This design comes from an exercise in tuning for small area and a short achievable clock period on the open sky130 flow, not from production work.
RTL that was checked went through simulation tests only; none was proved equivalent to the original.
Only the layout flow was run in run 1; the RTL was not checked for function there.

==> design.v <==
module elidon_core(
  input         clock,
  input         reset,
  output [15:0] imem_addr,
  input  [15:0] imem_rdata,
  output [15:0] dmem_addr,
  output        dmem_read,
  output        dmem_write,
  output [15:0] dmem_wdata,
  input  [15:0] dmem_rdata
);
  reg  [15:0] pc2;
  reg  [15:0] f_ins;
  reg  [15:0] f_rA;
  reg  [15:0] f_rB;
  reg         f_hitA;
  reg         f_hitB;
  reg  [15:0] w_last;
  reg  [255:0] rf;
  reg  [15:0] d_ins;
  reg  [15:0] d_rs1;
  reg  [15:0] d_rs2;
  reg  [15:0] d_tgt;
  reg         d_jmp;
  reg         d_bez;
  reg         d_jr;
  reg         d_z;
  reg  [7:0] d_rem;
  reg  [7:0] d_qhi;
  reg  [7:0] d_alo;
  reg  [15:0] d_ub;
  reg         d_sa;
  reg         d_sb;
  reg  [17:0] d_t3;
  reg  [15:0] e_res;
  reg         e_neg;
  reg         e_inc;
  reg  [15:0] e_rdsv;
  reg         e_wb;
  reg         e_st;
  reg         e_ld;
  reg  [15:0] m_wv;
  wire [3:0]  op = d_ins[15:12];
  wire        op_c = op == 4'hc;
  wire        op_d = op == 4'hd;
  wire        op_e = op == 4'he;
  wire        op_f = op == 4'hf;
  wire        br_en = d_jmp | (d_bez & d_z);
  wire [15:0] br_pc = d_jr ? d_rs1 : d_tgt;
  assign imem_addr = br_en ? br_pc : pc2;
  always @(posedge clock) begin
    if (reset) pc2 <= 16'h0;
    else pc2 <= imem_addr + 16'h2;
    f_ins <= imem_rdata;
  end
  wire [3:0]  f_op = f_ins[15:12];
  wire [3:0]  ra = imem_rdata[15] ? imem_rdata[7:4] : imem_rdata[11:8];
  wire [3:0]  rb = imem_rdata[3:0];
  wire [15:0] rA = f_hitA ? w_last : f_rA;
  wire [15:0] rB = f_hitB ? w_last : f_rB;
  wire [15:0] wb_data = e_ld ? dmem_rdata : m_wv;
  wire [3:0]  wb_addr = e_rdsv[3:0];
  wire        wb_en = e_ld | e_wb;
  wire [15:0] wb_d = reset ? 16'h0 : wb_data;
  genvar gi;
  generate
    for (gi = 0; gi < 16; gi = gi + 1) begin : g_rf
      always @(posedge clock) begin
        if (reset | (wb_en & (wb_addr == gi))) rf[gi*16 +: 16] <= wb_d;
      end
    end
  endgenerate
  always @(posedge clock) begin
    f_rA   <= rf[ra*16 +: 16];
    f_rB   <= rf[rb*16 +: 16];
    f_hitA <= reset | (wb_en & (wb_addr == ra));
    f_hitB <= reset | (wb_en & (wb_addr == rb));
    w_last <= wb_d;
  end
  wire [15:0] f_offm2 = (f_op == 4'hc) ? {{8{f_ins[7]}}, f_ins[7:0]} - 16'h2 :
                        (f_op == 4'he) ? 16'h0 : {{4{f_ins[11]}}, f_ins[11:0]} - 16'h2;
  wire        sa = rA[15];
  wire        sb = rB[15];
  wire [15:0] ua1 = sa ? 16'h0 - rA : rA;
  wire [15:0] nb = rB ^ {16{sb}};
  wire [15:0] ub = nb + {15'h0, sb};
  wire [17:0] t3 = {2'b0, ub} + {1'b0, ub, 1'b0};
  wire [1:0] r0_x = ua1[15:14];
  wire [2:0] r0_s1 = {1'b0, r0_x[1:0]} - {1'b0, ub[1:0]};
  wire r0_g1 = (ub[15:2] == 14'h0) & ~r0_s1[2];
  wire [1:0] r0_s2 = {1'b0, r0_x[1:1]} - {1'b0, ub[0:0]};
  wire r0_g2 = (ub[15:1] == 15'h0) & ~r0_s2[1];
  wire [2:0] r0_s3 = {1'b0, r0_x} - {1'b0, t3[1:0]};
  wire r0_g3 = (t3[17:2] == 16'h0) & ~r0_s3[2];
  wire [1:0] r0_q = {r0_g2, r0_g3 | (r0_g1 & ~r0_g2)};
  wire [1:0] r0_r = r0_g3 ? r0_s3[1:0] : r0_g2 ? {r0_s2[0:0], r0_x[0]} :
                       r0_g1 ? r0_s1[1:0] : r0_x;
  wire [1:0] r0_ro = r0_r[1:0];
  wire [3:0] r1_x = {r0_ro[1:0], ua1[13:12]};
  wire [4:0] r1_s1 = {1'b0, r1_x[3:0]} - {1'b0, ub[3:0]};
  wire r1_g1 = (ub[15:4] == 12'h0) & ~r1_s1[4];
  wire [3:0] r1_s2 = {1'b0, r1_x[3:1]} - {1'b0, ub[2:0]};
  wire r1_g2 = (ub[15:3] == 13'h0) & ~r1_s2[3];
  wire [4:0] r1_s3 = {1'b0, r1_x} - {1'b0, t3[3:0]};
  wire r1_g3 = (t3[17:4] == 14'h0) & ~r1_s3[4];
  wire [1:0] r1_q = {r1_g2, r1_g3 | (r1_g1 & ~r1_g2)};
  wire [3:0] r1_r = r1_g3 ? r1_s3[3:0] : r1_g2 ? {r1_s2[2:0], r1_x[0]} :
                       r1_g1 ? r1_s1[3:0] : r1_x;
  wire [3:0] r1_ro = r1_r[3:0];
  wire [5:0] r2_x = {r1_ro[3:0], ua1[11:10]};
  wire [6:0] r2_s1 = {1'b0, r2_x[5:0]} - {1'b0, ub[5:0]};
  wire r2_g1 = (ub[15:6] == 10'h0) & ~r2_s1[6];
  wire [5:0] r2_s2 = {1'b0, r2_x[5:1]} - {1'b0, ub[4:0]};
  wire r2_g2 = (ub[15:5] == 11'h0) & ~r2_s2[5];
  wire [6:0] r2_s3 = {1'b0, r2_x} - {1'b0, t3[5:0]};
  wire r2_g3 = (t3[17:6] == 12'h0) & ~r2_s3[6];
  wire [1:0] r2_q = {r2_g2, r2_g3 | (r2_g1 & ~r2_g2)};
  wire [5:0] r2_r = r2_g3 ? r2_s3[5:0] : r2_g2 ? {r2_s2[4:0], r2_x[0]} :
                       r2_g1 ? r2_s1[5:0] : r2_x;
  wire [5:0] r2_ro = r2_r[5:0];
  wire [7:0] r3_x = {r2_ro[5:0], ua1[9:8]};
  wire [8:0] r3_s1 = {1'b0, r3_x[7:0]} - {1'b0, ub[7:0]};
  wire r3_g1 = (ub[15:8] == 8'h0) & ~r3_s1[8];
  wire [7:0] r3_s2 = {1'b0, r3_x[7:1]} - {1'b0, ub[6:0]};
  wire r3_g2 = (ub[15:7] == 9'h0) & ~r3_s2[7];
  wire [8:0] r3_s3 = {1'b0, r3_x} - {1'b0, t3[7:0]};
  wire r3_g3 = (t3[17:8] == 10'h0) & ~r3_s3[8];
  wire [1:0] r3_q = {r3_g2, r3_g3 | (r3_g1 & ~r3_g2)};
  wire [7:0] r3_r = r3_g3 ? r3_s3[7:0] : r3_g2 ? {r3_s2[6:0], r3_x[0]} :
                       r3_g1 ? r3_s1[7:0] : r3_x;
  wire [7:0] r3_ro = r3_r[7:0];
  always @(posedge clock) begin
    d_ins <= f_ins;
    d_rs1 <= rA;
    d_rs2 <= rB;
    d_tgt <= pc2 + f_offm2;
    d_jmp <= (f_op == 4'hd) | (f_op == 4'he) | (f_op == 4'hf);
    d_bez <= f_op == 4'hc;
    d_jr  <= (f_op == 4'hd) | (f_op == 4'he);
    d_z   <= rA == 16'h0;
    d_rem <= r3_ro;
    d_qhi <= {r0_q, r1_q, r2_q, r3_q};
    d_alo <= ua1[7:0];
    d_ub  <= ub;
    d_sa  <= sa;
    d_sb  <= sb;
    d_t3  <= t3;
  end
  wire [9:0] r4_x = {d_rem[7:0], d_alo[7:6]};
  wire [10:0] r4_s1 = {1'b0, r4_x[9:0]} - {1'b0, d_ub[9:0]};
  wire r4_g1 = (d_ub[15:10] == 6'h0) & ~r4_s1[10];
  wire [9:0] r4_s2 = {1'b0, r4_x[9:1]} - {1'b0, d_ub[8:0]};
  wire r4_g2 = (d_ub[15:9] == 7'h0) & ~r4_s2[9];
  wire [10:0] r4_s3 = {1'b0, r4_x} - {1'b0, d_t3[9:0]};
  wire r4_g3 = (d_t3[17:10] == 8'h0) & ~r4_s3[10];
  wire [1:0] r4_q = {r4_g2, r4_g3 | (r4_g1 & ~r4_g2)};
  wire [9:0] r4_r = r4_g3 ? r4_s3[9:0] : r4_g2 ? {r4_s2[8:0], r4_x[0]} :
                       r4_g1 ? r4_s1[9:0] : r4_x;
  wire [9:0] r4_ro = r4_r[9:0];
  wire [11:0] r5_x = {r4_ro[9:0], d_alo[5:4]};
  wire [12:0] r5_s1 = {1'b0, r5_x[11:0]} - {1'b0, d_ub[11:0]};
  wire r5_g1 = (d_ub[15:12] == 4'h0) & ~r5_s1[12];
  wire [11:0] r5_s2 = {1'b0, r5_x[11:1]} - {1'b0, d_ub[10:0]};
  wire r5_g2 = (d_ub[15:11] == 5'h0) & ~r5_s2[11];
  wire [12:0] r5_s3 = {1'b0, r5_x} - {1'b0, d_t3[11:0]};
  wire r5_g3 = (d_t3[17:12] == 6'h0) & ~r5_s3[12];
  wire [1:0] r5_q = {r5_g2, r5_g3 | (r5_g1 & ~r5_g2)};
  wire [11:0] r5_r = r5_g3 ? r5_s3[11:0] : r5_g2 ? {r5_s2[10:0], r5_x[0]} :
                       r5_g1 ? r5_s1[11:0] : r5_x;
  wire [11:0] r5_ro = r5_r[11:0];
  wire [13:0] r6_x = {r5_ro[11:0], d_alo[3:2]};
  wire [14:0] r6_s1 = {1'b0, r6_x[13:0]} - {1'b0, d_ub[13:0]};
  wire r6_g1 = (d_ub[15:14] == 2'h0) & ~r6_s1[14];
  wire [13:0] r6_s2 = {1'b0, r6_x[13:1]} - {1'b0, d_ub[12:0]};
  wire r6_g2 = (d_ub[15:13] == 3'h0) & ~r6_s2[13];
  wire [14:0] r6_s3 = {1'b0, r6_x} - {1'b0, d_t3[13:0]};
  wire r6_g3 = (d_t3[17:14] == 4'h0) & ~r6_s3[14];
  wire [1:0] r6_q = {r6_g2, r6_g3 | (r6_g1 & ~r6_g2)};
  wire [13:0] r6_r = r6_g3 ? r6_s3[13:0] : r6_g2 ? {r6_s2[12:0], r6_x[0]} :
                       r6_g1 ? r6_s1[13:0] : r6_x;
  wire [13:0] r6_ro = r6_r[13:0];
  wire [15:0] r7_x = {r6_ro[13:0], d_alo[1:0]};
  wire [16:0] r7_s1 = {1'b0, r7_x[15:0]} - {1'b0, d_ub[15:0]};
  wire r7_g1 = 1'b1 & ~r7_s1[16];
  wire [15:0] r7_s2 = {1'b0, r7_x[15:1]} - {1'b0, d_ub[14:0]};
  wire r7_g2 = (d_ub[15:15] == 1'h0) & ~r7_s2[15];
  wire [16:0] r7_s3 = {1'b0, r7_x} - {1'b0, d_t3[15:0]};
  wire r7_g3 = (d_t3[17:16] == 2'h0) & ~r7_s3[16];
  wire [1:0] r7_q = {r7_g2, r7_g3 | (r7_g1 & ~r7_g2)};
  wire [15:0] r7_r = r7_g3 ? r7_s3[15:0] : r7_g2 ? {r7_s2[14:0], r7_x[0]} :
                       r7_g1 ? r7_s1[15:0] : r7_x;
  wire [14:0] r7_ro = r7_r[14:0];
  wire [15:0] quo = {d_qhi, r4_q, r5_q, r6_q, r7_q};
  wire [15:0] bm1 = d_ub - 16'h1;
  wire        q_fix = 1'b0;
  wire        b_zero = d_rs2 == 16'h0;
  wire        is_div = op == 4'h6;
  wire        use_sub = (op == 4'h3) | (op == 4'h5);
  wire [15:0] add_b = use_sub ? ~d_rs2 :
                      (op[3] ? {12'h0, d_ins[3:0]} : d_rs2);
  wire [15:0] added = d_rs1 + add_b + {15'h0, use_sub};
  wire        slt = (d_rs1[15] ^ d_rs2[15]) ? d_rs1[15] : added[15];
  wire        is_sh = op == 4'h4;
  wire [15:0] nrs2 = 16'h0 - d_rs2;
  wire        sh_right = d_rs2[15];
  wire [3:0]  sh_amt = sh_right ? nrs2[3:0] : d_rs2[3:0];
  wire        sh_big = sh_right ? (nrs2[15:4] != 12'h0) : (d_rs2[15:4] != 12'h0);
  wire [15:0] sh_pow = sh_big ? 16'h0 : (16'h1 << sh_amt);
  wire [15:0] rs1_rev;
  wire [15:0] mul_rev;
  wire [15:0] ma = (is_sh & sh_right) ? rs1_rev : d_rs1;
  wire [15:0] mbv = is_sh ? sh_pow : d_rs2;
  generate
    for (gi = 0; gi < 16; gi = gi + 1) begin : g_rev
      assign rs1_rev[gi] = d_rs1[15-gi];
      assign mul_rev[gi] = mul[15-gi];
    end
  endgenerate
  wire [15:0] sh_out = sh_right ? mul_rev : mul;
  wire [16:0] mb = {mbv, 1'b0};
  reg  [15:0] pp [0:7];
  reg  [7:0]  pneg;
  integer i;
  always @(*) begin
    for (i = 0; i < 8; i = i + 1) begin : g_booth
      reg b0, b1, b2;
      reg [15:0] s;
      b0 = mb[2*i]; b1 = mb[2*i+1]; b2 = mb[2*i+2];
      s = (b1 ^ b0) ? ma :
          ((b2 & ~b1 & ~b0) | (~b2 & b1 & b0)) ? {ma[14:0], 1'b0} : 16'h0;
      pneg[i] = b2 & ~(b1 & b0);
      pp[i] = (pneg[i] ? ~s : s) << (2*i);
    end
  end
  wire [15:0] mul = pp[0] + pp[1] + pp[2] + pp[3] + pp[4] + pp[5] + pp[6] + pp[7] +
    {1'b0, pneg[7], 1'b0, pneg[6], 1'b0, pneg[5], 1'b0, pneg[4],
     1'b0, pneg[3], 1'b0, pneg[2], 1'b0, pneg[1], 1'b0, pneg[0]};
  reg [15:0] alu;
  always @(*) begin
    case (op)
      4'h0: alu = d_rs1 & d_rs2;
      4'h1: alu = ~(d_rs1 | d_rs2);
      4'h2: alu = added;
      4'h3: alu = added;
      4'h4: alu = sh_out;
      4'h5: alu = {15'h0, slt};
      4'h6: alu = b_zero ? 16'h0 : quo;
      4'h7: alu = mul;
      4'h8: alu = added;
      4'h9: alu = added;
      4'ha: alu = {d_ins[7:0], d_rs1[7:0]};
      4'hb: alu = {d_rs1[15:8], d_ins[7:0]};
      4'hd: alu = 16'h0;
      default: alu = d_tgt;
    endcase
  end
  always @(posedge clock) begin
    if (reset) begin
      e_res  <= 16'h0;
      e_neg  <= 1'b0;
      e_inc  <= 1'b0;
      e_rdsv <= 16'h0;
      e_wb   <= 1'b0;
      e_st   <= 1'b0;
      e_ld   <= 1'b0;
    end else begin
      e_res  <= alu;
      e_neg  <= is_div & ~b_zero & (d_sa ^ d_sb);
      e_inc  <= is_div & ~b_zero & (d_sa ^ d_sb ^ q_fix);
      e_rdsv <= (op == 4'h9) ? d_rs1 : {12'h0, d_ins[11:8]};
      e_wb   <= ~((op == 4'h9) | op_f | op_d | op_c);
      e_st   <= op == 4'h9;
      e_ld   <= op == 4'h8;
    end
  end
  assign dmem_addr  = (e_res ^ {16{e_neg}}) + {15'h0, e_inc};
  assign dmem_read  = e_ld;
  assign dmem_write = e_st;
  assign dmem_wdata = e_rdsv;
  always @(posedge clock) begin
    m_wv <= e_rdsv;
  end
endmodule
==> flow/run.sh <==
#!/bin/bash
set -euo pipefail
cd "$(dirname "$0")/.."
bash standard.sh SETUP_SLACK_MARGIN=22 finish > standard_flow.log 2>&1
==> standard.sh <==
#!/bin/bash
# synth_recipe.tcl (not shown) runs the flow's synth.tcl, then flattens the netlist and writes it again
# the make line also repeats each setting of config.mk as NAME=value (left out here)
make -C /OpenROAD-flow-scripts/flow DESIGN_CONFIG=/design/flow/config.mk WORK_HOME=/design/flow/orfs CLKGATE_MAP_FILE= SYNTH_SCRIPT=/design/flow/synth_recipe.tcl "${@:-finish}"
==> config.mk <==
export PLATFORM = sky130hd
export DESIGN_NAME = elidon_core
export DESIGN_NICKNAME = elidon_core
export VERILOG_FILES = /design/flow/design.v
export SDC_FILE = /design/flow/constraint.sdc
export NUM_CORES = 4
export LEC_CHECK = 0
export CAP_MARGIN = 20
export CORE_MARGIN = 2
export CORE_UTILIZATION = 40
export SLEW_MARGIN = 20
==> constraint.sdc <==
create_clock -name core_clock -period 32.0 [get_ports {clock}]
set_input_delay 6.4000 -clock core_clock [delete_from_list [all_inputs] [get_ports {clock}]]
set_output_delay 6.4000 -clock core_clock [all_outputs]
set_load 0.01 [all_outputs]
==> results of run 1 <==
-- through the flow --
step	worst slack (ns)	utilization [%]	instances	cell area, um^2
finish	21.99	48.6	5037	43800
global route	21.49	48.6	5037	43800
detailed placement	19.75	42.9	4718	38700
global placement	19.99	42.9	4718	38700
floorplan	22.00	-	3576	36600
CTS	21.90	47.2	4976	42600
-- what timing repair did --
| item | in CTS | in global routing |
|---|---|---|
| resized for setup | 217 | 175 |
| buffers inserted | 156 | 61 |
| pin swaps | 121 | 135 |
| gates cloned | 2 | 0 |
| setup endpoints to repair | 15 | 16 |
-- path summary, 6_finish.rpt --
path                            depth (start not counted)      start  slack (ns)  endpoint
worst max-delay path                                   57   d_ub[15]       21.99  e_res[1]
worst min-delay path                                    0  e_rdsv[8]        0.36   m_wv[8]
worst min register to register                          0  e_rdsv[8]        0.36   m_wv[8]
worst max register to register                         57   d_ub[15]       21.99  e_res[1]
-- placed cells by master, fill, tap and decap left out, types with 31 or more instances in the layout --
master / count
and2_1: 40
buf_4: 228
a21oi_2: 37
inv_1: 230
clkdlybuf4s50_1: 80
xnor2_1: 192
nor3_1: 55
mux4_2: 144
edfxtp_1: 256
a21oi_1: 154
nand2_1: 281
dfxtp_1: 249
nor2b_1: 38
ha_1: 289
clkbuf_16: 55
xor2_1: 96
o21ai_0: 146
a22oi_1: 47
nor2_1: 204
fa_1: 61
a21o_1: 77
o21ai_1: 31
mux2i_1: 74
-- layer usage --
layer,wire length [um],global-route usage [%],vias to the layer above
li1,-,-,13600
met2,54300,39.5,1230
met1,50800,33.5,14300
met3,9320,4.70,237
met5,44,0,-
met4,4080,7.84,6
-- cells by family (layout without fill, tap and decap cells) --
kind of cell | Yosys count | in the layout | share of synthesized area, %
fa+ha+maj | 372 | 372 | 14.1
compound gates | 897 | 897 | 16.4
simple gates | 827 | 827 | 10.5
xor+xnor | 309 | 309 | 7.60
flops | 513 | 513 | 35.2
mux | 256 | 256 | 12.1
buf+inv | 402 | 687 | 4.21
-- area by class of cell --
cell class / count / area share [%]
clock inverter: 22 / 0.540
tap: 1176 / 3.36
sequential: 513 / 29.3
clock buffer: 78 / 3.63
multi-input combinational: 2661 / 54.3
timing repair buffer: 343 / 6.72
inverter: 244 / 2.15
==> results.sh, run 1 <==
export IMPL_status="complete, no violations"
export IMPL_ys_flop_type="dfxtp_1"
export IMPL_grt_pass1_wl_mm=177
export IMPL_holdBufCountCts=0
export IMPL_synthArstFlopShare_pct=0
export IMPL_cts_sinks=513
export IMPL_top_regs="rf (256), d_t3 (17)"
export IMPL_cts_tree="done"
export IMPL_path_clk_slew_ns=0.06
export IMPL_yosysWarnings=2
export IMPL_wl_mm=119
export IMPL_wl_per_cell_um=23.5
export IMPL_fmaxAchievable_mhz=99.9
export IMPL_crit_slowest_cell="nor2_1"
export IMPL_io_buffers=83
export IMPL_avgSynthCellArea_um2=10.2
export IMPL_grt_usage_pct=24.6
export IMPL_synth_common_cells="309 x ha_1, 293 x nand2_1, 257 x dfxtp_1"
export IMPL_cp_num_buf_inv=19
export IMPL_synth_cell_types=96
export IMPL_drt_iter0_markers=2860
export IMPL_overflow=0
export IMPL_clockBufferDepth=3
export IMPL_die_h_um=306
export IMPL_synth_edf_count=256
export IMPL_grt_max_degree=67
export IMPL_setup_viol_count_final=0
export IMPL_critPathTopFamily="compound AO/OA/AOI/OAI gates"
export IMPL_drive_gt1_share_pct=21.6
export IMPL_startpoint_type="register"
export IMPL_ys_seq_area_share_pct=35.2
export IMPL_dp_hpwl_mm=82.8
export IMPL_final_hold_violation_count=0
export IMPL_cap_violations=0
export IMPL_period_share_pct=31.3
export IMPL_grt_setup_unrepaired="true"
export IMPL_antenna_found_initial=6
export IMPL_endpoint_kind="register"
export IMPL_first_pass_iters=9
export IMPL_critical_path_max_stage_delay_ns=0.43
export IMPL_io_pins=84
export IMPL_crit_arrival_ns=10.48
export IMPL_yosys_area_top_type="edfxtp_1"
export IMPL_holdWs_ns=0.357
export IMPL_crit_required_ns=32.47
export IMPL_insertion_delay_ns=0.61
export IMPL_mappedNetlistArea_um2=36400
export IMPL_worst_setup_path_type="register to register"
export IMPL_fill_cells=8123
export IMPL_htreeDepth=2
export IMPL_dieWidth_um=306
export IMPL_top_register="rf"
export IMPL_maxSlewHeadroom_pct=24.3
export IMPL_fin_nets=4222
export IMPL_finClkSkew_ns=0.0180
export IMPL_num_vias=29300
export IMPL_critical_path_peak_fanout=8
export IMPL_yosysMostFrequentCell="ha_1"
export IMPL_yosys_area_top_type_share_pct=21.1
export IMPL_vias_per_cell=5.82
export IMPL_synthTopCellsByArea="edfxtp_1 21%, dfxtp_1 14%, ha_1 11%"
export IMPL_core_area_um2=90100
export IMPL_ant_nets=0
export IMPL_ys_ff_latch=513
export IMPL_cts_made_buffers=53
export IMPL_grt_pass1_vias=28600
export IMPL_min_period_ns=10.01
export IMPL_sequential_cell_area_um2=12900
export IMPL_start_util_pct=40.4
export IMPL_netlist_instances=3576
export IMPL_die_area_um2=93500
export IMPL_num_antenna_cells=0
export IMPL_drc=0
export IMPL_worstMarginPinSlew_ns=1.13
export IMPL_place_congestion=0.985
export IMPL_cts_root_buffer="clkbuf_16"
export IMPL_syn_to_final_growth_pct=20.3
export IMPL_syn_nets=3982
export IMPL_fin_setup_tns_ns=0
export IMPL_rows=110
export IMPL_largest_reg_flops=256
export IMPL_maxSlewViolCount=0
export IMPL_multi_input_area_um2=23800
export IMPL_hold_path_class="register to register"
==> inputs of run 2 (changes only) <==
--- a/design.v
+++ b/design.v
@@ -34,7 +34,6 @@
   reg  [17:0] d_t3;
   reg  [15:0] e_res;
   reg         e_neg;
-  reg         e_inc;
   reg  [15:0] e_rdsv;
   reg         e_wb;
   reg         e_st;
@@ -81,50 +80,59 @@
                         (f_op == 4'he) ? 16'h0 : {{4{f_ins[11]}}, f_ins[11:0]} - 16'h2;
   wire        sa = rA[15];
   wire        sb = rB[15];
-  wire [15:0] ua1 = sa ? 16'h0 - rA : rA;
-  wire [15:0] nb = rB ^ {16{sb}};
-  wire [15:0] ub = nb + {15'h0, sb};
+  wire [15:0] a_below;
+  wire [15:0] b_below;
+  assign a_below[0] = 1'b0;
+  assign b_below[0] = 1'b0;
+  generate
+    for (gi = 1; gi < 16; gi = gi + 1) begin : g_abs
+      assign a_below[gi] = |rA[gi-1:0];
+      assign b_below[gi] = |rB[gi-1:0];
+    end
+  endgenerate
+  wire [15:0] ua1 = rA ^ ({16{sa}} & a_below);
+  wire [15:0] ub = rB ^ ({16{sb}} & b_below);
   wire [17:0] t3 = {2'b0, ub} + {1'b0, ub, 1'b0};
   wire [1:0] r0_x = ua1[15:14];
   wire [2:0] r0_s1 = {1'b0, r0_x[1:0]} - {1'b0, ub[1:0]};
-  wire r0_g1 = (ub[15:2] == 14'h0) & ~r0_s1[2];
+  wire r0_g1 = (sb ? ((&rB[15:2]) & (|rB[1:0])) : ~(|rB[15:2])) & ~r0_s1[2];
   wire [1:0] r0_s2 = {1'b0, r0_x[1:1]} - {1'b0, ub[0:0]};
-  wire r0_g2 = (ub[15:1] == 15'h0) & ~r0_s2[1];
+  wire r0_g2 = (sb ? ((&rB[15:1]) & (|rB[0:0])) : ~(|rB[15:1])) & ~r0_s2[1];
   wire [2:0] r0_s3 = {1'b0, r0_x} - {1'b0, t3[1:0]};
-  wire r0_g3 = (t3[17:2] == 16'h0) & ~r0_s3[2];
+  wire r0_g3 = (sb ? (rB >= 16'd65535) : (rB <= 16'd1)) & ~r0_s3[2];
   wire [1:0] r0_q = {r0_g2, r0_g3 | (r0_g1 & ~r0_g2)};
   wire [1:0] r0_r = r0_g3 ? r0_s3[1:0] : r0_g2 ? {r0_s2[0:0], r0_x[0]} :
                        r0_g1 ? r0_s1[1:0] : r0_x;
   wire [1:0] r0_ro = r0_r[1:0];
   wire [3:0] r1_x = {r0_ro[1:0], ua1[13:12]};
   wire [4:0] r1_s1 = {1'b0, r1_x[3:0]} - {1'b0, ub[3:0]};
-  wire r1_g1 = (ub[15:4] == 12'h0) & ~r1_s1[4];
+  wire r1_g1 = (sb ? ((&rB[15:4]) & (|rB[3:0])) : ~(|rB[15:4])) & ~r1_s1[4];
   wire [3:0] r1_s2 = {1'b0, r1_x[3:1]} - {1'b0, ub[2:0]};
-  wire r1_g2 = (ub[15:3] == 13'h0) & ~r1_s2[3];
+  wire r1_g2 = (sb ? ((&rB[15:3]) & (|rB[2:0])) : ~(|rB[15:3])) & ~r1_s2[3];
   wire [4:0] r1_s3 = {1'b0, r1_x} - {1'b0, t3[3:0]};
-  wire r1_g3 = (t3[17:4] == 14'h0) & ~r1_s3[4];
+  wire r1_g3 = (sb ? (rB >= 16'd65531) : (rB <= 16'd5)) & ~r1_s3[4];
   wire [1:0] r1_q = {r1_g2, r1_g3 | (r1_g1 & ~r1_g2)};
   wire [3:0] r1_r = r1_g3 ? r1_s3[3:0] : r1_g2 ? {r1_s2[2:0], r1_x[0]} :
                        r1_g1 ? r1_s1[3:0] : r1_x;
   wire [3:0] r1_ro = r1_r[3:0];
   wire [5:0] r2_x = {r1_ro[3:0], ua1[11:10]};
   wire [6:0] r2_s1 = {1'b0, r2_x[5:0]} - {1'b0, ub[5:0]};
-  wire r2_g1 = (ub[15:6] == 10'h0) & ~r2_s1[6];
+  wire r2_g1 = (sb ? ((&rB[15:6]) & (|rB[5:0])) : ~(|rB[15:6])) & ~r2_s1[6];
   wire [5:0] r2_s2 = {1'b0, r2_x[5:1]} - {1'b0, ub[4:0]};
-  wire r2_g2 = (ub[15:5] == 11'h0) & ~r2_s2[5];
+  wire r2_g2 = (sb ? ((&rB[15:5]) & (|rB[4:0])) : ~(|rB[15:5])) & ~r2_s2[5];
   wire [6:0] r2_s3 = {1'b0, r2_x} - {1'b0, t3[5:0]};
-  wire r2_g3 = (t3[17:6] == 12'h0) & ~r2_s3[6];
+  wire r2_g3 = (sb ? (rB >= 16'd65515) : (rB <= 16'd21)) & ~r2_s3[6];
   wire [1:0] r2_q = {r2_g2, r2_g3 | (r2_g1 & ~r2_g2)};
   wire [5:0] r2_r = r2_g3 ? r2_s3[5:0] : r2_g2 ? {r2_s2[4:0], r2_x[0]} :
                        r2_g1 ? r2_s1[5:0] : r2_x;
   wire [5:0] r2_ro = r2_r[5:0];
   wire [7:0] r3_x = {r2_ro[5:0], ua1[9:8]};
   wire [8:0] r3_s1 = {1'b0, r3_x[7:0]} - {1'b0, ub[7:0]};
-  wire r3_g1 = (ub[15:8] == 8'h0) & ~r3_s1[8];
+  wire r3_g1 = (sb ? ((&rB[15:8]) & (|rB[7:0])) : ~(|rB[15:8])) & ~r3_s1[8];
   wire [7:0] r3_s2 = {1'b0, r3_x[7:1]} - {1'b0, ub[6:0]};
-  wire r3_g2 = (ub[15:7] == 9'h0) & ~r3_s2[7];
+  wire r3_g2 = (sb ? ((&rB[15:7]) & (|rB[6:0])) : ~(|rB[15:7])) & ~r3_s2[7];
   wire [8:0] r3_s3 = {1'b0, r3_x} - {1'b0, t3[7:0]};
-  wire r3_g3 = (t3[17:8] == 10'h0) & ~r3_s3[8];
+  wire r3_g3 = (sb ? (rB >= 16'd65451) : (rB <= 16'd85)) & ~r3_s3[8];
   wire [1:0] r3_q = {r3_g2, r3_g3 | (r3_g1 & ~r3_g2)};
   wire [7:0] r3_r = r3_g3 ? r3_s3[7:0] : r3_g2 ? {r3_s2[6:0], r3_x[0]} :
                        r3_g1 ? r3_s1[7:0] : r3_x;
@@ -258,7 +266,6 @@
     if (reset) begin
       e_res  <= 16'h0;
       e_neg  <= 1'b0;
-      e_inc  <= 1'b0;
       e_rdsv <= 16'h0;
       e_wb   <= 1'b0;
       e_st   <= 1'b0;
@@ -266,14 +273,20 @@
     end else begin
       e_res  <= alu;
       e_neg  <= is_div & ~b_zero & (d_sa ^ d_sb);
-      e_inc  <= is_div & ~b_zero & (d_sa ^ d_sb ^ q_fix);
       e_rdsv <= (op == 4'h9) ? d_rs1 : {12'h0, d_ins[11:8]};
       e_wb   <= ~((op == 4'h9) | op_f | op_d | op_c);
       e_st   <= op == 4'h9;
       e_ld   <= op == 4'h8;
     end
   end
-  assign dmem_addr  = (e_res ^ {16{e_neg}}) + {15'h0, e_inc};
+  wire [15:0] below;
+  assign below[0] = 1'b0;
+  generate
+    for (gi = 1; gi < 16; gi = gi + 1) begin : g_below
+      assign below[gi] = |e_res[gi-1:0];
+    end
+  endgenerate
+  assign dmem_addr  = e_res ^ (below & {16{e_neg}});
   assign dmem_read  = e_ld;
   assign dmem_write = e_st;
   assign dmem_wdata = e_rdsv;
==> flow/run.sh (replaced) <==
#!/bin/bash
set -euo pipefail
cd "$(dirname "$0")/.."
bash standard.sh SETUP_SLACK_MARGIN=22 "BUFFER_PORTS_ARGS=-buffer_cell sky130_fd_sc_hd__buf_4" finish > standard_flow.log 2>&1
--- a/config.mk
+++ b/config.mk
@@ -5,7 +5,10 @@
 export SDC_FILE = /design/flow/constraint.sdc
 export NUM_CORES = 4
 export LEC_CHECK = 0
+export ABC_AREA = 1
 export CAP_MARGIN = 20
 export CORE_MARGIN = 2
 export CORE_UTILIZATION = 40
+export CTS_BUF_LIST = sky130_fd_sc_hd__clkbuf_4 sky130_fd_sc_hd__clkbuf_8
+export CTS_CLUSTER_SIZE = 30
 export SLEW_MARGIN = 20
==> results.sh, run 2 <==
export IMPL_status="complete, no violations"
export IMPL_r2r_end="e_res[15]"
export IMPL_startpoint_type="register"
export IMPL_use_met1_pct=34.6
export IMPL_crit_arrival_ns=9.76
export IMPL_mappedNetlistArea_um2=36700
export IMPL_grt_pass1_vias=31200
export IMPL_hold_path_class="register to register"
export IMPL_clockBufferDepth=3
export IMPL_ys_flop_type="dfxtp_1"
export IMPL_worstMarginPinSlew_ns=1.29
export IMPL_dp_slack_ns=21.03
export IMPL_drc=0
export IMPL_min_period_ns=9.19
export IMPL_maxSlewHeadroom_pct=13.0
export IMPL_synthTopCellsByArea="edfxtp_1 21%, dfxtp_1 14%, ha_1 9.9%"
export IMPL_endpoint_kind="register"
export IMPL_fmaxAchievable_mhz=109
export IMPL_htreeDepth=3
export IMPL_grt_setup_unrepaired="true"
export IMPL_yosysMostFrequentCell="nand2_1"
export IMPL_overflow=0
export IMPL_ys_seq_area_share_pct=35.0
export IMPL_grt_util_met3_pct=3.29
export IMPL_drt_iter0_markers=3354
export IMPL_crit_slowest_cell="o21ai_4"
export IMPL_cts_made_buffers=88
export IMPL_core_area_um2=91200
export IMPL_cts_sinks=513
export IMPL_syn_nets=5074
export IMPL_cap_violations=0
export IMPL_finish_utilization_pct=44.8
export IMPL_cp_num_buf_inv=3
export IMPL_setup_viol_count_final=0
export IMPL_critical_path_peak_fanout=29
export IMPL_cts_root_buffer="clkbuf_8"
export IMPL_grt_busiest_layer="met2"
export IMPL_num_vias=33100
export IMPL_netlist_instances=4686
export IMPL_period_share_pct=28.7
export IMPL_yosys_area_top_type_share_pct=21.0
export IMPL_yosys_area_top_type="edfxtp_1"
export IMPL_yosysWarnings=2
export IMPL_synthArstFlopShare_pct=0
export IMPL_start_util_pct=40.2
export IMPL_rr_startpoint="d_t3[0]"
export IMPL_top_register="rf"
export IMPL_io_buffers=83
export IMPL_largest_reg_flops=256
export IMPL_top_regs="rf (256), d_t3 (18)"
export IMPL_min_path_cells=0
export IMPL_synth_common_cells="683 x nand2_1, 630 x o21ai_0, 610 x inv_1"
export IMPL_grt_usage_pct=25.7
export IMPL_r2r_slack_ns=22.81
export IMPL_syn_to_final_growth_pct=11.5
export IMPL_avgSynthCellArea_um2=7.82
export IMPL_ys_ff_latch=513
export IMPL_holdPathEnd="d_ins[0]"
export IMPL_grt_pass1_wl_mm=186
export IMPL_insertion_delay_ns=0.68
export IMPL_die_h_um=307
export IMPL_vias_per_cell=5.52
export IMPL_drive_gt1_share_pct=9.78
export IMPL_fin_nets=5136
export IMPL_first_pass_iters=7
export IMPL_hp_start="f_ins[0]"
export IMPL_place_congestion=0.993
export IMPL_synth_cell_types=68
export IMPL_layout_commonest_cell="nand2_1"
export IMPL_fin_setup_tns_ns=0
export IMPL_rows=111
export IMPL_grtUsageMet2_pct=41.4
export IMPL_wl_mm=123
export IMPL_reg2reg_depth=40
export IMPL_crit_top_cell="nand2_1"
export IMPL_die_area_um2=94100
export IMPL_grt_max_degree=129
export IMPL_timing_final_ws_setup_ns=22.81
export IMPL_ant_nets=0
export IMPL_dieWidth_um=307
export IMPL_crit_required_ns=32.57
export IMPL_dp_hpwl_mm=87.8
export IMPL_final_cell_mix="667 x nand2_1, 605 x o21ai_0, 597 x inv_1"
export IMPL_critPathTopFamily="adder cells"
export IMPL_finClkSkew_ns=0.0280
export IMPL_cts_tree="done"
export IMPL_critical_path_max_stage_delay_ns=0.64
export IMPL_final_hold_violation_count=0
export IMPL_antenna_found_initial=5
export IMPL_worst_setup_path_type="register to register"
export IMPL_holdBufCountCts=0
export IMPL_synth_edf_count=256
export IMPL_maxSlewViolCount=0
export IMPL_io_pins=84
export IMPL_wl_per_cell_um=20.5
export IMPL_path_clk_slew_ns=0.06
-- run 2: cell families after synthesis --
| group | synth area share, % |
|---|---|
| DFF | 35.0 |
| muxes | 0.140 |
| buffers and inverters | 8.43 |
| adders and majority gates | 13.4 |
| and+or+nand+nor | 15.5 |
| AOI/OAI and AO/OA | 21.8 |
| xor gates and xnor gates | 5.73 |
-- run 2: worst max path at each step --
stage / from / to / slack, ns / cells past startpoint
CTS: d_ub[2] / e_res[0] / 21.96 / 63
floorplan: d_t3[0] / e_res[0] / 23.28 / 65
global route: d_alo[6] / e_res[0] / 21.89 / 64
finish: d_t3[0] / e_res[15] / 22.81 / 40
global placement: d_ub[1] / e_res[0] / 21.19 / 62
detailed placement: d_ub[1] / e_res[0] / 21.03 / 62
-- run 2: layout make-up --
class / count / area, um^2
diodes: 2 / 5.00
clock buffers: 136 / 1730
clock inverters: 23 / 159
inverters: 635 / 2430
repair buffers: 147 / 1110
fillers: 9156 / 50400
flip-flops and latches: 513 / 12800
well taps: 1186 / 1480
repair inverters: 1 / 5.00
multi-input cells: 3362 / 21100
-- run 2: layer usage --
metal | share of wire (%) | vias to the layer above
met2 | 45 | 1274
met3 | 7.0 | 268
met4 | 4.5 | 4
li1 | - | 16200
met1 | 43 | 15400
met5 | 0.019 | -
-- run 2: repair_timing --
item,4_1_cts,5_1_grt
endpoints found under the setup margin,10,12
pin swaps,0,7
gates cloned,0,2
resized for setup,15,61
buffers inserted,2,32
-- run 2: worst register-to-register path: cells and delay by family, from the launching register on --
kind / cells / cell delay [ns]
AOI/OAI and AO/OA: 9 / 2.50
buffers and inverters: 3 / 0.92
DFF: 1 / 0.32
xor gates and xnor gates: 1 / 0.24
and+or+nand+nor: 20 / 2.17
adders and majority gates: 7 / 2.92
-- run 2: through the flow --
step	std cells	area (um^2)	hold WS [ns]
5_1_grt	6005	40900	0.362
6_report	6005	40900	0.352
4_1_cts	5969	40400	0.352
3_5_place_dp	5808	38500	0.341
2_1_floorplan	4686	36700	0.331
3_3_place_gp	5808	38500	0.352
==> inputs of run 3 (changes only) <==
==> flow/run.sh (replaced) <==
#!/bin/bash
set -euo pipefail
cd "$(dirname "$0")/.."
bash standard.sh SETUP_SLACK_MARGIN=24 "BUFFER_PORTS_ARGS=-buffer_cell sky130_fd_sc_hd__buf_4" finish > standard_flow.log 2>&1
==> results.sh, run 3 <==
export IMPL_avgSynthCellArea_um2=7.82
export IMPL_top_register="rf"
export IMPL_synthMuxAreaShare_pct=0.140
export IMPL_drc=0
export IMPL_syn_nets=5074
export IMPL_synth_top_family_by_area="compound AO/OA/AOI/OAI gates"
export IMPL_grt_usage_pct=26.4
export IMPL_worst_setup_path_type="register to primary output"
export IMPL_maxSlewViolCount=0
export IMPL_place_area_um2=38600
export IMPL_ys_flop_type="dfxtp_1"
export IMPL_period_share_pct=27.7
export IMPL_worstMarginPinSlew_ns=1.21
export IMPL_yosysMostFrequentCell="nand2_1"
export IMPL_fill_cells=8600
export IMPL_synth_compound_area_share_pct=21.8
export IMPL_grt_max_degree=119
export IMPL_synth_xor_area_share_pct=5.73
export IMPL_final_hold_violation_count=0
export IMPL_path_clk_slew_ns=0.06
export IMPL_io_pins=84
export IMPL_status="complete, no violations"
export IMPL_insertion_delay_ns=0.69
export IMPL_endpoint_kind="primary output"
export IMPL_synth_cell_types=68
export IMPL_yosysWarnings=2
export IMPL_cts_made_buffers=89
export IMPL_grt_setup_unrepaired="true"
export IMPL_finClkSkew_ns=0.0272
export IMPL_place_congestion=0.993
export IMPL_fmaxAchievable_mhz=113
export IMPL_stdcell_area_um2=45100
export IMPL_yosys_area_share_simple_pct=15.5
export IMPL_crit_required_ns=25.60
export IMPL_maxSlewHeadroom_pct=17.3
export IMPL_layout_commonest_cell="nand2_1"
export IMPL_synth_edf_count=256
export IMPL_fin_setup_tns_ns=0
export IMPL_ant_nets=0
export IMPL_num_vias=34700
export IMPL_synthArstFlopShare_pct=0
export IMPL_vias_per_cell=5.59
export IMPL_start_util_pct=40.2
export IMPL_cts_root_buffer="clkbuf_8"
export IMPL_startpoint_type="register"
export IMPL_overflow=0
export IMPL_crit_arrival_ns=2.46
export IMPL_drt_iter0_markers=3273
export IMPL_drive_gt1_share_pct=20.4
export IMPL_largest_reg_flops=256
export IMPL_grt_pass1_vias=31800
export IMPL_cts_sinks=513
export IMPL_yosys_area_top_type_share_pct=21.0
export IMPL_dp_hpwl_mm=87.5
export IMPL_htreeDepth=3
export IMPL_rows=111
export IMPL_final_cell_mix="619 x nand2_1, 550 x inv_1, 538 x o21ai_0"
export IMPL_critical_path_peak_fanout=3
export IMPL_antenna_found_initial=2
export IMPL_holdBufCountCts=0
export IMPL_core_area_um2=91200
export IMPL_die_area_um2=94100
export IMPL_netlist_instances=4686
export IMPL_ys_ff_latch=513
export IMPL_io_buffers=83
export IMPL_ys_seq_area_share_pct=35.0
export IMPL_holdWs_ns=0.349
export IMPL_yosys_area_top_type="edfxtp_1"
export IMPL_top_regs="rf (256), d_t3 (18)"
export IMPL_fin_nets=5334
export IMPL_mappedNetlistArea_um2=36700
export IMPL_min_period_ns=8.86
export IMPL_finish_utilization_pct=49.4
export IMPL_die_h_um=307
export IMPL_grt_pass1_wl_mm=191
export IMPL_wl_per_cell_um=21.2
export IMPL_syn_to_final_growth_pct=22.9
export IMPL_synth_fa_ha_area_share_pct=13.4
export IMPL_clockBufferDepth=3
export IMPL_first_pass_iters=6
export IMPL_hold_path_class="register to register"
export IMPL_synthTopCellsByArea="edfxtp_1 21%, dfxtp_1 14%, ha_1 9.9%"
export IMPL_cts_tree="done"
export IMPL_cap_violations=0
export IMPL_setup_viol_count_final=0
export IMPL_wl_mm=132
export IMPL_dieWidth_um=307
export IMPL_synth_common_cells="683 x nand2_1, 630 x o21ai_0, 610 x inv_1"
==> run 3: path summary, 6_finish.rpt <==
check                                from            end  cells after the start  slack (ns)
worst max register to register   d_alo[6]       e_res[0]                     63       23.50
worst max-delay path             e_res[1]  dmem_addr[15]                     14       23.14
worst min-delay path            e_rdsv[7]        m_wv[7]                      0        0.35
worst min register to register  e_rdsv[7]        m_wv[7]                      0        0.35
==> run 3: repair_timing <==
action	in CTS	in global routing
cloned	9	7
gates resized for setup	312	375
pin swaps	75	162
endpoints found under the setup margin	270	178
setup buffers	113	104
==> run 3: cell type report <==
cell class / instances / area [um^2] / area share, %
flip-flops and latches: 513 / 12900 / 28.6
well taps: 1186 / 1480 / 3.29
repair buffers: 333 / 2890 / 6.42
clock inverters: 26 / 226 / 0.503
clock buffers: 136 / 1690 / 3.75
diodes: 1 / 2.50 / 0.00555
multi-input cells: 3369 / 23300 / 51.8
repair inverters: 5 / 30.0 / 0.0666
inverters: 635 / 2520 / 5.58
==> run 3: critical path: stages, from the launching register on <==
cell	delay [ns]
dfxtp_4	0.38
nor2_4	0.11
nand2_2	0.08
nor2_4	0.11
nand2_2	0.07
nor2_2	0.09
inv_2	0.06
nor2_4	0.13
nand2_2	0.07
nor2_1	0.09
inv_1	0.06
o21ai_2	0.13
nand2_1	0.10
xor2_2	0.15
buf_4	0.14
==> run 3: per-stage QoR <==
step           setup slack (ns)  instances
6_report                  23.14       6204
5_1_grt                   22.87       6204
4_1_cts                   23.11       6092
3_5_place_dp              21.69       5808
3_3_place_gp              21.87       5808
2_1_floorplan             23.96       4686
==> run 3: logic make-up after synthesis <==
family,count (synthesis)
buf+inv,812
simple gates,1363
xor+xnor,239
flops,513
mux,5
compound gates,1400
fa+ha+maj,354
==> run 3: layer usage <==
layer  global-route usage, %  vias to the layer above  share of wire, %
li1                        -                    16600                 -
met1                    35.0                    16400                42
met2                    43.1                     1404                46
met3                    3.42                      298               7.4
met4                    11.3                        0               4.4
met5                       0                        -                 0
==> inputs of run 4 (changes only) <==
==> flow/run.sh (replaced) <==
#!/bin/bash
set -euo pipefail
cd "$(dirname "$0")/.."
bash standard.sh SETUP_SLACK_MARGIN=23 "BUFFER_PORTS_ARGS=-buffer_cell sky130_fd_sc_hd__buf_4" finish > standard_flow.log 2>&1
--- a/config.mk
+++ b/config.mk
@@ -8,7 +8,7 @@
 export ABC_AREA = 1
 export CAP_MARGIN = 20
 export CORE_MARGIN = 2
-export CORE_UTILIZATION = 40
+export CORE_UTILIZATION = 60
 export CTS_BUF_LIST = sky130_fd_sc_hd__clkbuf_4 sky130_fd_sc_hd__clkbuf_8
 export CTS_CLUSTER_SIZE = 30
 export SLEW_MARGIN = 20
==> results.sh, run 4 <==
export IMPL_ant_nets=0
export IMPL_crit_arrival_ns=2.43
export IMPL_crit_chain="nor2_1 > nand2_1 > nor2_2 > nand2_1 > nor2_1 > inv_1 > nor2_2 > nand2_1 > nor2_2 > inv_1 > o21ai_2 > nand2_1 > xor2_1 > buf_4"
export IMPL_maxSlewViolCount=0
export IMPL_cp_num_buf_inv=3
export IMPL_status="complete, no violations"
export IMPL_fin_nets=5213
export IMPL_period_share_pct=27.6
export IMPL_top_regs="rf (256), d_t3 (18)"
export IMPL_core_area_um2=60400
export IMPL_netlist_instances=4686
export IMPL_yosys_area_top_type="edfxtp_1"
export IMPL_die_area_um2=63100
export IMPL_final_hold_violation_count=0
export IMPL_dp_hpwl_mm=83.5
export IMPL_start_util_pct=60.7
export IMPL_reg2reg_depth=59
export IMPL_setup_viol_count_final=0
export IMPL_synthTopCellsByArea="edfxtp_1 21%, dfxtp_1 14%, ha_1 9.9%"
export IMPL_endpoint_kind="primary output"
export IMPL_mappedNetlistArea_um2=36700
export IMPL_synth_cell_types=68
export IMPL_dp_slack_ns=21.00
export IMPL_holdBufCountCts=0
export IMPL_drt_iter0_markers=3192
export IMPL_drive_gt1_share_pct=13.9
export IMPL_grt_pass1_wl_mm=179
export IMPL_critical_path_peak_fanout=3
export IMPL_worst_setup_path_type="register to primary output"
export IMPL_cts_made_buffers=78
export IMPL_ys_seq_area_share_pct=35.0
export IMPL_cts_root_buffer="clkbuf_8"
export IMPL_htreeDepth=3
export IMPL_grt_setup_unrepaired="true"
export IMPL_grt_max_degree=136
export IMPL_cts_tree="done"
export IMPL_wl_per_cell_um=21.3
export IMPL_largest_reg_flops=256
export IMPL_final_cell_mix="648 x nand2_1, 578 x inv_1, 574 x o21ai_0"
export IMPL_finish_utilization_pct=69.3
export IMPL_rows=90
export IMPL_clockBufferDepth=3
export IMPL_layout_commonest_cell="nand2_1"
export IMPL_io_pins=84
export IMPL_yosysWarnings=2
export IMPL_io_buffers=83
export IMPL_critical_path_max_stage_delay_ns=0.37
export IMPL_path_clk_slew_ns=0.06
export IMPL_min_period_ns=8.83
export IMPL_insertion_delay_ns=0.71
export IMPL_die_h_um=251
export IMPL_finClkSkew_ns=0.0612
export IMPL_drc=0
export IMPL_crit_required_ns=25.60
export IMPL_grt_usage_pct=36.9
export IMPL_startpoint_type="register"
export IMPL_fin_setup_tns_ns=0
export IMPL_hold_path_class="register to register"
export IMPL_yosys_area_top_type_share_pct=21.0
export IMPL_overflow=0
export IMPL_place_congestion=1.04
export IMPL_cp_depth=14
export IMPL_fmaxAchievable_mhz=113
export IMPL_ys_ff_latch=513
export IMPL_syn_to_final_growth_pct=14.1
export IMPL_ys_flop_type="dfxtp_1"
export IMPL_top_register="rf"
export IMPL_syn_nets=5074
export IMPL_yosysMostFrequentCell="nand2_1"
export IMPL_cap_violations=0
export IMPL_num_vias=34200
export IMPL_grt_pass1_vias=31600
export IMPL_worstMarginPinSlew_ns=1.10
export IMPL_cts_sinks=513
export IMPL_synth_common_cells="683 x nand2_1, 630 x o21ai_0, 610 x inv_1"
export IMPL_timing_final_ws_setup_ns=23.17
export IMPL_stdcell_area_um2=41800
export IMPL_avgSynthCellArea_um2=7.82
export IMPL_min_path_cells=0
export IMPL_dieWidth_um=251
export IMPL_crit_slowest_cell="dfxtp_2"
export IMPL_antenna_found_initial=2
export IMPL_wl_mm=121
export IMPL_maxSlewHeadroom_pct=26.6
export IMPL_critPathTopFamily="simple AND/OR/NAND/NOR gates"
export IMPL_first_pass_iters=6
export IMPL_synthArstFlopShare_pct=0
export IMPL_synth_edf_count=256
export IMPL_crit_top_cell="nand2_1"
export IMPL_vias_per_cell=6.03
export IMPL_place_area_um2=38000
-- run 4: timing repair --
item	4_1_cts	5_1_grt
buffers inserted	25	81
gates resized for setup	75	232
pin swaps	11	95
cloned	2	7
endpoints found under the setup margin	23	25
-- run 4: kinds of logic after synthesis --
group	Yosys count	synth area share, %
AOI/OAI and AO/OA	1400	21.8
and+or+nand+nor	1363	15.5
buffers and inverters	812	8.43
DFF	513	35.0
adders and majority gates	354	13.4
xor gates and xnor gates	239	5.73
muxes	5	0.140
-- run 4: final cells by class --
class / instances / area (um^2)
Timing Repair inverter: 2 / 10.0
Fill cell: 5055 / 18500
Timing Repair Buffer: 227 / 1750
Sequential cell: 513 / 12900
Antenna cell: 1 / 2.50
Multi-Input combinational cell: 3368 / 22000
Tap cell: 782 / 978
Inverter: 635 / 2460
Clock inverter: 25 / 268
Clock buffer: 117 / 1470
-- run 4: path summary, 6_finish.rpt --
| check | to | from | slack (ns) |
|---|---|---|---|
| max | dmem_addr[15] | e_res[1] | 23.17 |
| min reg2reg | d_ins[0] | f_ins[0] | 0.35 |
| max reg2reg | e_res[0] | d_ub[13] | 23.24 |
| min | d_ins[0] | f_ins[0] | 0.35 |
-- run 4: stage by stage --
step | cells | hold slack, ns
floorplan | 4686 | 0.331
global placement | 5409 | 0.339
detailed placement | 5410 | 0.337
CTS | 5579 | 0.351
global route | 5670 | 0.365
finish | 5670 | 0.351
-- run 4: layer usage --
layer	vias to the layer above	track usage [%]	wire length, um
met2	1638	60.2	55400
met3	383	5.61	10300
met5	-	0	0
li1	16300	-	-
met1	15800	47.2	48600
met4	0	20.0	6710
==> inputs of run 5 (changes only) <==
--- a/config.mk
+++ b/config.mk
@@ -8,7 +8,7 @@
 export ABC_AREA = 1
 export CAP_MARGIN = 20
 export CORE_MARGIN = 2
-export CORE_UTILIZATION = 60
+export CORE_UTILIZATION = 40
 export CTS_BUF_LIST = sky130_fd_sc_hd__clkbuf_4 sky130_fd_sc_hd__clkbuf_8
 export CTS_CLUSTER_SIZE = 30
 export SLEW_MARGIN = 20
==> results.sh, run 5 <==
export IMPL_critical_path_peak_fanout=3
export IMPL_wl_mm=125
export IMPL_period_share_pct=27.6
export IMPL_grt_pass1_vias=31400
export IMPL_finish_utilization_pct=46.5
export IMPL_ys_ff_latch=513
export IMPL_startpoint_type="register"
export IMPL_top_regs="rf (256), d_t3 (18)"
export IMPL_crit_required_ns=25.60
export IMPL_place_congestion=0.993
export IMPL_drc=0
export IMPL_crit_arrival_ns=2.42
export IMPL_maxSlewViolCount=0
export IMPL_synth_edf_count=256
export IMPL_ant_nets=0
export IMPL_status="complete, no violations"
export IMPL_io_pins=84
export IMPL_drt_iter0_markers=3349
export IMPL_syn_nets=5074
export IMPL_fill_cells=9018
export IMPL_insertion_delay_ns=0.68
export IMPL_avgSynthCellArea_um2=7.82
export IMPL_finClkSkew_ns=0.0232
export IMPL_path_clk_slew_ns=0.08
export IMPL_start_util_pct=40.2
export IMPL_num_vias=33700
export IMPL_fin_cells=6076
export IMPL_rr_startpoint="d_ub[2]"
export IMPL_core_area_um2=91200
export IMPL_min_period_ns=8.82
export IMPL_synth_cell_types=68
export IMPL_hp_start="f_ins[0]"
export IMPL_cts_made_buffers=88
export IMPL_setup_worst_path_start="e_res[0]"
export IMPL_antenna_found_initial=3
export IMPL_dieWidth_um=307
export IMPL_worstMarginPinSlew_ns=1.20
export IMPL_fin_setup_tns_ns=0
export IMPL_place_area_um2=38500
export IMPL_final_hold_violation_count=0
export IMPL_clockBufferDepth=3
export IMPL_hold_path_class="register to register"
export IMPL_synthArstFlopShare_pct=0
export IMPL_endpoint_kind="primary output"
export IMPL_synthTopCellsByArea="edfxtp_1 21%, dfxtp_1 14%, ha_1 9.9%"
export IMPL_die_h_um=307
export IMPL_netlist_instances=4686
export IMPL_top_register="rf"
export IMPL_ys_seq_area_share_pct=35.0
export IMPL_overflow=0
export IMPL_io_buffers=83
export IMPL_final_cell_mix="648 x nand2_1, 587 x inv_1, 571 x o21ai_0"
export IMPL_ys_flop_type="dfxtp_1"
export IMPL_setup_viol_count_final=0
export IMPL_cts_sinks=513
export IMPL_multi_input_area_um2=22100
export IMPL_grt_pass1_wl_mm=188
export IMPL_fin_nets=5207
export IMPL_vias_per_cell=5.54
export IMPL_worst_setup_path_type="register to primary output"
export IMPL_yosysMostFrequentCell="nand2_1"
export IMPL_mappedNetlistArea_um2=36700
export IMPL_yosys_area_top_type_share_pct=21.0
export IMPL_yosys_area_top_type="edfxtp_1"
export IMPL_die_area_um2=94100
export IMPL_synth_common_cells="683 x nand2_1, 630 x o21ai_0, 610 x inv_1"
export IMPL_syn_to_final_growth_pct=15.8
export IMPL_drive_gt1_share_pct=13.9
export IMPL_htreeDepth=3
export IMPL_grt_setup_unrepaired="true"
export IMPL_rows=111
export IMPL_yosysWarnings=2
export IMPL_cts_root_buffer="clkbuf_8"
export IMPL_cap_violations=0
export IMPL_dp_hpwl_mm=87.8
export IMPL_holdBufCountCts=0
export IMPL_wl_per_cell_um=20.6
export IMPL_first_pass_iters=8
export IMPL_stdcell_area_um2=42400
export IMPL_layout_commonest_cell="nand2_1"
export IMPL_sequential_cell_area_um2=12900
export IMPL_grt_max_degree=129
export IMPL_cts_tree="done"
export IMPL_place_inst=5808
export IMPL_largest_reg_flops=256
export IMPL_maxSlewHeadroom_pct=18.9
export IMPL_grt_usage_pct=25.9
export IMPL_fmaxAchievable_mhz=113
==> run 5: timing repair <==
action / 4_1_cts / 5_1_grt
gates cloned: 3 / 4
endpoints found under the setup margin: 21 / 40
buffers inserted: 26 / 74
gates resized for setup: 83 / 221
pin swaps: 11 / 87
==> run 5: path summary, 6_finish.rpt <==
path              endpoint  slack [ns]  cells after the start
min reg2reg       d_ins[0]        0.35                      0
max reg2reg       e_res[0]       23.29                     61
max          dmem_addr[15]       23.18                     14
min               d_ins[0]        0.35                      0
==> run 5: through the flow <==
step / setup slack [ns] / hold WS (ns)
detailed placement: 21.03 / 0.341
global placement: 21.19 / 0.352
finish: 23.18 / 0.351
CTS: 22.96 / 0.352
global route: 22.59 / 0.362
floorplan: 23.28 / 0.331
==> run 5: per-layer routing <==
metal | track usage, % | routed length [um]
met5 | 0 | 0
met4 | 11.4 | 5750
met3 | 3.29 | 9110
met2 | 41.8 | 57100
met1 | 34.9 | 53400
==> run 5: cells by family (layout without fill, tap and decap cells) <==
group           count (synthesis)  in the layout  synth area share (%)
simple gates                 1363           1367                  15.5
other cells                     0              2                     0
mux                             5              5                 0.140
flops                         513            513                  35.0
fa+ha+maj                     354            354                  13.4
buf+inv                       812           1009                  8.43
compound gates               1400           1401                  21.8
xor+xnor                      239            239                  5.73
==> run 5: worst max-delay path: stages, from the launching register on <==
cell     delay (ns)
dfxtp_4        0.38
nor2_4         0.08
nand2_2        0.06
nor2_2         0.11
nand2_1        0.07
nor2_1         0.08
inv_1          0.06
nor2_2         0.13
nand2_1        0.08
nor2_1         0.09
inv_1          0.06
o21ai_2        0.16
nand2_1        0.08
xor2_1         0.14
buf_4          0.14
==> run 5: layout make-up <==
class,count,share of cell area (%)
Antenna cell,2,0.0118
Clock buffer,136,4.09
Clock inverter,23,0.374
Inverter,635,5.78
Multi-Input combinational cell,3366,52.0
Sequential cell,513,30.3
Tap cell,1186,3.50
Timing Repair Buffer,213,3.94
Timing Repair inverter,2,0.0295
==> inputs of run 6 (changes only) <==
--- a/config.mk
+++ b/config.mk
@@ -9,6 +9,7 @@
 export CAP_MARGIN = 20
 export CORE_MARGIN = 2
 export CORE_UTILIZATION = 40
-export CTS_BUF_LIST = sky130_fd_sc_hd__clkbuf_4 sky130_fd_sc_hd__clkbuf_8
+export CTS_BUF_LIST = sky130_fd_sc_hd__clkbuf_8 sky130_fd_sc_hd__clkbuf_16
+export CTS_CLUSTER_DIAMETER = 120
 export CTS_CLUSTER_SIZE = 30
 export SLEW_MARGIN = 20
==> results.sh, run 6 <==
export IMPL_drc=0
export IMPL_htreeDepth=1
export IMPL_endpoint_kind="register"
export IMPL_layout_commonest_cell="nand2_1"
export IMPL_critPathTopFamily="compound AO/OA/AOI/OAI gates"
export IMPL_yosys_area_share_simple_pct=15.5
export IMPL_fin_setup_tns_ns=0
export IMPL_period_share_pct=27.6
export IMPL_crit_required_ns=32.49
export IMPL_grt_pass1_vias=30600
export IMPL_r2r_end="e_res[1]"
export IMPL_rows=111
export IMPL_core_area_um2=91200
export IMPL_synthTopCellsByArea="edfxtp_1 21%, dfxtp_1 14%, ha_1 9.9%"
export IMPL_cts_sinks=513
export IMPL_antenna_found_initial=3
export IMPL_yosysMostFrequentCell="nand2_1"
export IMPL_grt_max_degree=129
export IMPL_status="complete, no violations"
export IMPL_min_period_ns=8.82
export IMPL_synth_common_cells="683 x nand2_1, 630 x o21ai_0, 610 x inv_1"
export IMPL_top_regs="rf (256), d_t3 (18)"
export IMPL_drive_gt1_share_pct=11.9
export IMPL_holdPathEnd="d_ins[0]"
export IMPL_syn_nets=5074
export IMPL_grt_usage_pct=25.5
export IMPL_cap_violations=0
export IMPL_io_buffers=83
export IMPL_drt_iter0_markers=3388
export IMPL_grt_pass1_wl_mm=185
export IMPL_dieWidth_um=307
export IMPL_num_vias=33300
export IMPL_largest_reg_flops=256
export IMPL_cts_root_buffer="clkbuf_16"
export IMPL_synthArstFlopShare_pct=0
export IMPL_setup_worst_path_start="d_ub[2]"
export IMPL_fmaxAchievable_mhz=113
export IMPL_clockBufferDepth=3
export IMPL_synth_cell_types=68
export IMPL_min_path_cells=0
export IMPL_r2r_slack_ns=23.18
export IMPL_maxSlewViolCount=0
export IMPL_maxSlewHeadroom_pct=24.9
export IMPL_place_congestion=0.993
export IMPL_hold_path_class="register to register"
export IMPL_ant_nets=0
export IMPL_timing_final_ws_setup_ns=23.18
export IMPL_worst_setup_path_type="register to register"
export IMPL_overflow=0
export IMPL_synthMuxAreaShare_pct=0.140
export IMPL_io_pins=84
export IMPL_num_antenna_cells=0
export IMPL_path_clk_slew_ns=0.11
export IMPL_vias_per_cell=5.59
export IMPL_ys_flop_type="dfxtp_1"
export IMPL_yosys_area_top_type="edfxtp_1"
export IMPL_yosys_area_top_type_share_pct=21.0
export IMPL_crit_arrival_ns=9.31
export IMPL_finish_utilization_pct=45.3
export IMPL_netlist_instances=4686
export IMPL_fin_nets=5151
export IMPL_worstMarginPinSlew_ns=1.12
export IMPL_syn_to_final_growth_pct=12.7
export IMPL_crit_slowest_cell="dfxtp_2"
export IMPL_synth_xor_area_share_pct=5.73
export IMPL_start_util_pct=40.2
export IMPL_cts_made_buffers=21
export IMPL_hp_start="f_ins[0]"
export IMPL_synth_top_family_by_area="compound AO/OA/AOI/OAI gates"
export IMPL_first_pass_iters=6
export IMPL_final_cell_mix="647 x nand2_1, 597 x inv_1, 568 x o21ai_0"
export IMPL_synth_edf_count=256
export IMPL_rr_startpoint="d_ub[2]"
export IMPL_final_hold_violation_count=0
export IMPL_avgSynthCellArea_um2=7.82
export IMPL_ys_ff_latch=513
export IMPL_die_area_um2=94100
export IMPL_cp_num_buf_inv=7
export IMPL_startpoint_type="register"
export IMPL_reg2reg_depth=65
export IMPL_setup_viol_count_final=0
export IMPL_grt_setup_unrepaired="true"
export IMPL_wl_per_cell_um=20.9
export IMPL_dp_hpwl_mm=87.8
export IMPL_synth_compound_area_share_pct=21.8
export IMPL_critical_path_max_stage_delay_ns=0.36
export IMPL_holdBufCountCts=0
export IMPL_crit_top_cell="nand2_1"
export IMPL_die_h_um=307
export IMPL_yosysWarnings=2
export IMPL_critical_path_peak_fanout=8
export IMPL_cts_tree="done"
export IMPL_fill_cells=9059
export IMPL_top_register="rf"
export IMPL_mappedNetlistArea_um2=36700
export IMPL_insertion_delay_ns=0.59
export IMPL_wl_mm=124
export IMPL_ys_seq_area_share_pct=35.0
export IMPL_finClkSkew_ns=0.0224
export IMPL_dp_slack_ns=21.03
export IMPL_synth_fa_ha_area_share_pct=13.4
[run 6: cell counts after synthesis]
Identical to the previous run, type by type.
[run 6: worst max path at each step]
stage,slack (ns),cells after the start,end
2_1_floorplan,23.28,65,e_res[0]
3_3_place_gp,21.19,62,e_res[0]
3_5_place_dp,21.03,62,e_res[0]
4_1_cts,22.92,66,e_res[0]
5_1_grt,22.58,64,e_res[0]
6_report,23.18,65,e_res[1]
[run 6: worst reg2reg max path: cells and delay by family, from the launching register on]
family          cells  cell delay [ns]
simple gates       28             2.27
compound gates     26             4.21
buf+inv             7             0.85
fa+ha+maj           4             1.00
flops               1             0.36
[run 6: repair_timing]
item / in CTS / in global routing
cloned: 3 / 5
gates resized for setup: 80 / 243
pin swaps: 11 / 101
buffers inserted: 26 / 84
setup endpoints to repair: 18 / 41
[run 6: final cells by class]
cell class / count / area [um^2] / share of cell area, %
Clock buffer: 21 / 526 / 1.27
Clock inverter: 15 / 77.6 / 0.188
Timing Repair inverter: 3 / 18.8 / 0.0454
Tap cell: 1186 / 1480 / 3.59
Inverter: 635 / 2460 / 5.96
Timing Repair Buffer: 223 / 1750 / 4.24
Sequential cell: 513 / 12800 / 31.1
Multi-Input combinational cell: 3366 / 22100 / 53.6
[run 6: per-stage QoR]
step                      instances  cell area [um^2]  hold slack [ns]
after floorplan                4686             36700            0.331
after global placement         5808             38500            0.352
after detailed placement       5808             38500            0.341
after CTS                      5873             39600            0.355
after global routing           5962             41300            0.360
final                          5962             41300            0.353
[run 6: layer usage]
layer	track usage (%)	part of all wire (%)	vias up
met2	41.5	46	1265
met5	0	0.010	-
li1	-	-	16100
met3	2.40	7.1	248
met1	34.9	43	15700
met4	9.92	4.6	2
[run 6: cells by family after synthesis]
logic type	after synthesis
buf+inv	812
fa+ha+maj	354
xor+xnor	239
mux	5
simple gates	1363
compound gates	1400
flops	513

==> port drivers added, routing unchanged <==
How much do the figures lean on ideal ports? The routed layouts below were timed once more, with nothing changed but the port constraints. Step 1: set_driving_cell puts a clkbuf_16 on clock and a buf_2 on each other input, an assumption about the parent block. Step 2, shift: input delay + t, output delay - t, t = (earliest + latest rising clock arrival at the registers) / 2. This alone moves slack from input paths to output paths. a / b / c = no drivers / after step 1 / after step 2; a / b = the first two.
| run | t, ns | slack for setup (ns) | worst setup path after step 2 | cell pins on the clock port's net |
|---|---|---|---|---|
| run 1 | 0.665 | 21.991 / 21.991 / 21.894 | input to register | 1 |
| run 2 | 0.728 | 22.807 / 22.807 / 22.316 | input to register | 1 |
| run 3 | 0.734 | 23.141 / 23.080 / 23.334 | input to register | 1 |
| run 4 | 0.741 | 23.167 / 23.108 / 22.497 | input to register | 1 |
| run 5 | 0.728 | 23.180 / 23.120 / 22.591 | input to register | 1 |
| run 6 | 0.639 | 23.180 / 23.167 / 22.647 | input to register | 1 |
After both steps setup and hold are still met in every run listed. For run 4, which loses most, drivers alone change the setup slack by -0.059 ns; drivers and shift together by -0.670 ns.
